From an optimization exercise on the open Yosys and OpenROAD flow, aimed at small area; shortcuts taken in it are not production practice.
At most, simulation tests tie the RTL to the original design; equivalence was not proved.
No activity file was given, so power comes from the tool's default toggle rates.

## harbor
==> flow/design.v <==
`timescale 1us/1ns
module sd2(clk, rst, sd_in, bs_out);
input clk;
input rst;                       
input signed [15:0] sd_in;       
output bs_out;                   
reg [17:0] n_reg1;    
wire [17:0] sd_reg1 = ~n_reg1;
reg [17:0] sd_reg2;
wire s = sd_reg1[17];
assign bs_out = ~s;
wire [17:0] y = {~s, ~s, ~sd_in[15], sd_in[14:0]};
wire [2:0] a_top = sd_reg1[17:15] + {~s, ~s, 1'b1};
wire [17:0] a = {a_top, sd_reg1[14:0]};
wire [17:0] r2, r1;
rca #(18) add2 (.a(sd_reg2), .b(y), .ci(~s), .s(r2));
rca #(18) add1 (.a(a), .b(r2), .ci(~s), .s(r1));
always @(posedge clk) begin
	if (rst) begin
		n_reg1 <= 18'h3ffff;
		sd_reg2 <= 0;
	end else begin
		n_reg1 <= ~r1;
		sd_reg2 <= r2;
	end
end
endmodule
module rca #(parameter W = 8) (
    input  wire [W-1:0] a,
    input  wire [W-1:0] b,
    input  wire         ci,
    output wire [W-1:0] s
);
    function [W-1:0] add;
        input [W-1:0] x, y;
        input         c;
        integer i;
        begin
            for (i = 0; i < W; i = i + 1) begin
                add[i] = x[i] ^ y[i] ^ c;
                c      = (x[i] & y[i]) | (c & (x[i] ^ y[i]));
            end
        end
    endfunction
    assign s = add(a, b, ci);
endmodule
`timescale 1ns/1ps
module modulator(input wire clk, input wire rst, input wire sd_bs, output reg pwm);
    reg [4:0] k;  
    reg q;
    wire en = sd_bs ^ pwm;
    wire up = sd_bs;
    wire t1 = en & (k[0] ~^ up);
    wire t2 = t1 & (k[1] ~^ up);
    wire t3 = t2 & (k[2] ~^ up);
    wire t4 = t3 & (k[3] ~^ up);
    always @(posedge clk) begin
        if (rst) begin k <= 5'b10000; q <= 0; pwm <= 0; end
        else begin
            k <= k ^ {t4, t3, t2, t1, en};
            pwm <= q;
            if (!k[4] && k != 0) q <= 1'b1;
            else if (k[4]) q <= 1'b0;
        end
    end
endmodule
`timescale 1ns/1ps
module counter_modulator(
    input  wire clk,
    input  wire rst,      
    input  wire sd_a, sd_b, sd_c,
    output wire count_a, count_b, count_c
);
    reg [5:0] period_cnt;
    wire last = (period_cnt == 6'd59);
    always @(posedge clk) begin
        if (rst)
            period_cnt <= 0;
        else if (last)
            period_cnt <= 0;
        else
            period_cnt <= period_cnt + 1'b1;
    end
    window_count wa (.clk(clk), .rst(rst), .sd_bs(sd_a), .last(last), .period_cnt(period_cnt), .count(count_a));
    window_count wb (.clk(clk), .rst(rst), .sd_bs(sd_b), .last(last), .period_cnt(period_cnt), .count(count_b));
    window_count wc (.clk(clk), .rst(rst), .sd_bs(sd_c), .last(last), .period_cnt(period_cnt), .count(count_c));
endmodule
module window_count(
    input  wire       clk,
    input  wire       rst,
    input  wire       sd_bs,
    input  wire       last,
    input  wire [5:0] period_cnt,
    output reg        count
);
    reg [5:0] sum;
    reg [5:0] n_latched;     
    wire [5:0] latched_sum = ~n_latched;
    always @(posedge clk) begin
        if (rst) begin
            sum         <= 0;
            n_latched   <= 6'h3f;
            count       <= 1'b0;
        end else begin
            if (last) begin
                n_latched   <= ~(sum + sd_bs);
                sum         <= 0;
            end else begin
                sum <= sum + sd_bs;
            end
            count <= (period_cnt < latched_sum);
        end
    end
endmodule
`timescale 1us/1ns
module three_phase_shape(
    clk, rst, omega, phaseA, phaseB, phaseC, phaseAx, phaseBx, phaseCx, pwmA, pwmB, pwmC, countA, countB, countC);
input clk;
input rst;                            
input signed [15:0] omega;            
output phaseA, phaseB, phaseC;        
output signed [15:0] phaseAx, phaseBx, phaseCx;  
output pwmA, pwmB, pwmC;
output countA, countB, countC;
wire [17:0] g0, g1, g2;
assign phaseAx = {g0[17], g0[17:3]};
assign phaseBx = {g1[17], g1[17:3]};
assign phaseCx = {g2[17], g2[17:3]};
sd2 sd_A (.clk(clk), .rst(rst), .sd_in(phaseAx), .bs_out(phaseA));
sd2 sd_B (.clk(clk), .rst(rst), .sd_in(phaseBx), .bs_out(phaseB));
sd2 sd_C (.clk(clk), .rst(rst), .sd_in(phaseCx), .bs_out(phaseC));
modulator modulator_A (.clk(clk), .rst(rst), .sd_bs(phaseA), .pwm(pwmA));
modulator modulator_B (.clk(clk), .rst(rst), .sd_bs(phaseB), .pwm(pwmB));
modulator modulator_C (.clk(clk), .rst(rst), .sd_bs(phaseC), .pwm(pwmC));
counter_modulator modulator_c (.clk(clk), .rst(rst), .sd_a(phaseA), .sd_b(phaseB), .sd_c(phaseC),
                               .count_a(countA), .count_b(countB), .count_c(countC));
wire [15:0] om_n = ~omega;
integ #(.RST(18'h1ffff)) i0 (.clk(clk), .rst(rst), .omega(omega), .omega_n(om_n),
                             .up(phaseB & ~phaseC), .dn(~phaseB & phaseC), .g(g0));
integ #(.RST(18'h30000)) i1 (.clk(clk), .rst(rst), .omega(omega), .omega_n(om_n),
                             .up(phaseC & ~phaseA), .dn(~phaseC & phaseA), .g(g1));
integ #(.RST(18'h30000)) i2 (.clk(clk), .rst(rst), .omega(omega), .omega_n(om_n),
                             .up(phaseA & ~phaseB), .dn(~phaseA & phaseB), .g(g2));
endmodule
module integ #(parameter [17:0] RST = 18'h0) (
    input  wire        clk,
    input  wire        rst,
    input  wire [15:0] omega,
    input  wire [15:0] omega_n,
    input  wire        up,
    input  wire        dn,
    output reg  [17:0] g
);
wire [15:0] b = ({16{up}} & omega) | ({16{dn}} & omega_n);
wire [17:0] s;
rca #(18) add (.a(g), .b({{2{b[15]}}, b}), .ci(dn), .s(s));
wire pos_ovf = ~g[17] & ~b[15] & s[17];
wire neg_ovf = g[17] & b[15] & ~s[17];
always @(posedge clk) begin
  if (rst)
    g <= RST;
  else
    g <= {(s[17] & ~pos_ovf) | neg_ovf, (s[16:0] & {17{~neg_ovf}}) | {17{pos_ovf}}};
end
endmodule
==> flow/config.mk <==
export PLATFORM = sky130hd
export DESIGN_NAME = three_phase_shape
export DESIGN_NICKNAME = three_phase_shape
export VERILOG_FILES = /design/flow/design.v
export SDC_FILE = /design/flow/constraint.sdc
export NUM_CORES = 4
export LEC_CHECK = 0
export CAP_MARGIN = 20
export CORE_MARGIN = 2
export CORE_UTILIZATION = 40
export CTS_BUF_LIST = sky130_fd_sc_hd__clkbuf_4
export CTS_CLUSTER_DIAMETER = 60
export CTS_CLUSTER_SIZE = 10
export SLEW_MARGIN = 20
==> flow/constraint.sdc <==
create_clock -name core_clock -period 10.0 [get_ports {clk}]
set_input_delay 2.0000 -clock core_clock [delete_from_list [all_inputs] [get_ports {clk}]]
set_output_delay 2.0000 -clock core_clock [all_outputs]
set_load 0.01 [all_outputs]
standard.sh (not shown) runs the stock make flow with config.mk's settings and CLKGATE_MAP_FILE= SYNTH_SCRIPT=/design/flow/synth_recipe.tcl, a recipe that flattens the netlist after the stock synthesis.
==> flow/flow/run.sh <==
#!/bin/bash
# Standard synthesis, then the combinational logic between the registers
# (and the half adders) re-mapped by ABC for area, then the standard layout
# with the smallest buffer on the ports and no clock-tree dummy loads.  Registers, full-adder cells and
# their names are kept as the standard synthesis made them.
set -euo pipefail
export BUFFER_PORTS_ARGS="-buffer_cell sky130_fd_sc_hd__buf_1"
# The clock tree as config.mk asks for, without dummy loads.
export CTS_ARGS="-sink_clustering_enable -repair_clock_nets -sink_clustering_size 10 -sink_clustering_max_diameter 60 -buf_list sky130_fd_sc_hd__clkbuf_4 -dont_use_dummy_load"
bash standard.sh synth > synth.log 2>&1

R=orfs/results/${FLOW_PLATFORM}/three_phase_shape/base
LIB=$FLOW_HOME/platforms/sky130hd/lib/sky130_fd_sc_hd__tt_025C_1v80.lib
YOSYS=$FLOW_HOME/../tools/install/yosys/bin/yosys
[[ -x $YOSYS ]] || YOSYS=yosys
DU=$(sed -n '/DONT_USE_CELLS/,/^$/p' $FLOW_HOME/platforms/sky130hd/config.mk | grep -o "sky130_fd_sc_hd__[a-z0-9_]*" | sed 's/^/-dont_use /' | tr '\n' ' ')
cp $R/1_2_yosys.v std_synth.v
cat > reopt.ys <<EOS
read_liberty -ignore_miss_func $LIB
blackbox sky130_fd_sc_hd__dfxtp_1 sky130_fd_sc_hd__fa_1 sky130_fd_sc_hd__conb_1
read_verilog std_synth.v
hierarchy -top $FLOW_TOP
flatten
opt_clean -purge
abc -liberty $LIB $DU -script +strash;&get,-n;&dch,-f;&nf,-R,1000;&put;
opt_clean -purge
insbuf -buf sky130_fd_sc_hd__buf_1 A X
hilomap -singleton -hicell sky130_fd_sc_hd__conb_1 HI -locell sky130_fd_sc_hd__conb_1 LO
opt_clean -purge
tee -o reopt_stat.txt stat -liberty $LIB $FLOW_TOP
write_verilog -noattr -noexpr -nohex -nodec -selected reopt.v
EOS
$YOSYS -s reopt.ys > reopt.log 2>&1
cp reopt.v $R/1_2_yosys.v
rm -f $R/1_synth.odb $R/1_synth.sdc
bash standard.sh > layout.log 2>&1
Edits applied to the flow inputs when going from harbor to violet:
diff --git a/flow/design.v b/flow/design.v
--- a/flow/design.v
+++ b/flow/design.v
@@ -3,28 +3,29 @@
 input clk;
 input rst;                       
 input signed [15:0] sd_in;       
 output bs_out;                   
 reg [17:0] n_reg1;    
 wire [17:0] sd_reg1 = ~n_reg1;
-reg [17:0] sd_reg2;
+reg [17:0] n_reg2;    
+wire [17:0] sd_reg2 = ~n_reg2;
 wire s = sd_reg1[17];
 assign bs_out = ~s;
 wire [17:0] y = {~s, ~s, ~sd_in[15], sd_in[14:0]};
 wire [2:0] a_top = sd_reg1[17:15] + {~s, ~s, 1'b1};
 wire [17:0] a = {a_top, sd_reg1[14:0]};
 wire [17:0] r2, r1;
 rca #(18) add2 (.a(sd_reg2), .b(y), .ci(~s), .s(r2));
 rca #(18) add1 (.a(a), .b(r2), .ci(~s), .s(r1));
 always @(posedge clk) begin
 	if (rst) begin
 		n_reg1 <= 18'h3ffff;
-		sd_reg2 <= 0;
+		n_reg2 <= 18'h3ffff;
 	end else begin
 		n_reg1 <= ~r1;
-		sd_reg2 <= r2;
+		n_reg2 <= ~r2;
 	end
 end
 endmodule
 module rca #(parameter W = 8) (
     input  wire [W-1:0] a,
     input  wire [W-1:0] b,
@@ -43,24 +44,25 @@
         end
     endfunction
     assign s = add(a, b, ci);
 endmodule
 `timescale 1ns/1ps
 module modulator(input wire clk, input wire rst, input wire sd_bs, output reg pwm);
-    reg [4:0] k;  
+    reg [4:0] nk;  
+    wire [4:0] k = ~nk;
     reg q;
     wire en = sd_bs ^ pwm;
     wire up = sd_bs;
     wire t1 = en & (k[0] ~^ up);
     wire t2 = t1 & (k[1] ~^ up);
     wire t3 = t2 & (k[2] ~^ up);
     wire t4 = t3 & (k[3] ~^ up);
     always @(posedge clk) begin
-        if (rst) begin k <= 5'b10000; q <= 0; pwm <= 0; end
+        if (rst) begin nk <= 5'b01111; q <= 0; pwm <= 0; end
         else begin
-            k <= k ^ {t4, t3, t2, t1, en};
+            nk <= ~(k ^ {t4, t3, t2, t1, en});
             pwm <= q;
             if (!k[4] && k != 0) q <= 1'b1;
             else if (k[4]) q <= 1'b0;
         end
     end
 endmodule
@@ -90,26 +92,27 @@
     input  wire       rst,
     input  wire       sd_bs,
     input  wire       last,
     input  wire [5:0] period_cnt,
     output reg        count
 );
-    reg [5:0] sum;
+    reg [5:0] n_sum;     
+    wire [5:0] sum = ~n_sum;
     reg [5:0] n_latched;     
     wire [5:0] latched_sum = ~n_latched;
     always @(posedge clk) begin
         if (rst) begin
-            sum         <= 0;
+            n_sum       <= 6'h3f;
             n_latched   <= 6'h3f;
             count       <= 1'b0;
         end else begin
             if (last) begin
                 n_latched   <= ~(sum + sd_bs);
-                sum         <= 0;
+                n_sum       <= 6'h3f;
             end else begin
-                sum <= sum + sd_bs;
+                n_sum <= ~(sum + sd_bs);
             end
             count <= (period_cnt < latched_sum);
         end
     end
 endmodule
 `timescale 1us/1ns
@@ -146,20 +149,22 @@
     input  wire        clk,
     input  wire        rst,
     input  wire [15:0] omega,
     input  wire [15:0] omega_n,
     input  wire        up,
     input  wire        dn,
-    output reg  [17:0] g
+    output wire [17:0] g
 );
+reg [17:0] ng;    
+assign g = ~ng;
 wire [15:0] b = ({16{up}} & omega) | ({16{dn}} & omega_n);
 wire [17:0] s;
 rca #(18) add (.a(g), .b({{2{b[15]}}, b}), .ci(dn), .s(s));
 wire pos_ovf = ~g[17] & ~b[15] & s[17];
 wire neg_ovf = g[17] & b[15] & ~s[17];
 always @(posedge clk) begin
   if (rst)
-    g <= RST;
+    ng <= ~RST;
   else
-    g <= {(s[17] & ~pos_ovf) | neg_ovf, (s[16:0] & {17{~neg_ovf}}) | {17{pos_ovf}}};
+    ng <= ~{(s[17] & ~pos_ovf) | neg_ovf, (s[16:0] & {17{~neg_ovf}}) | {17{pos_ovf}}};
 end
 endmodule
violet ended with more fraction of the cycle the final worst path needs than harbor.
Summary — met1 global-route usage, violet relative to harbor: lower, by 0.21 points.
violet reports its slowest cell on the critical path as sky130_fd_sc_hd__fa_1 while harbor reports sky130_fd_sc_hd__nand3_1.
Compared with harbor, violet degrades worst slack after detailed placement.
Changes observed in violet relative to harbor: synthesized instance count now smaller; power density of the placed cells now sits lower; die area now smaller; share of total power in the clock network shows an increase of 0.6 points.
No functional check of the RTL was part of violet.

[static timing again, ports no longer ideal]
No port has a modelled driver above. Below, the same layouts with a new extraction and two added sets of constraints.
Step 1 sets driving cells, clkbuf_16 on the clock port and buf_2 on the other inputs (assumed; they add their load-dependent delay and slew).
Step 2 also shifts input and output timing later by t, the mid clock arrival at the registers, as if the neighbouring blocks saw the same clock.
Three values: ideal, step 1, step 2; two values: the first two.
| run | t (ns) | slack for setup (ns) | hold WS [ns] | worst data-port slew with drivers (ns) |
|---|---|---|---|---|
| harbor | 0.697 | 0.888 / 0.893 / 0.196 | 0.442 / 0.442 / 0.442 | 0.07 |
| violet | 0.683 | 0.426 / 0.397 / -0.286 | 0.471 / 0.471 / 0.471 | 0.08 |
With both steps, setup timing fails in violet, where it was met with ideal ports. For violet, which loses most, drivers alone change the setup slack by -0.029 ns; drivers and shift together by -0.712 ns.
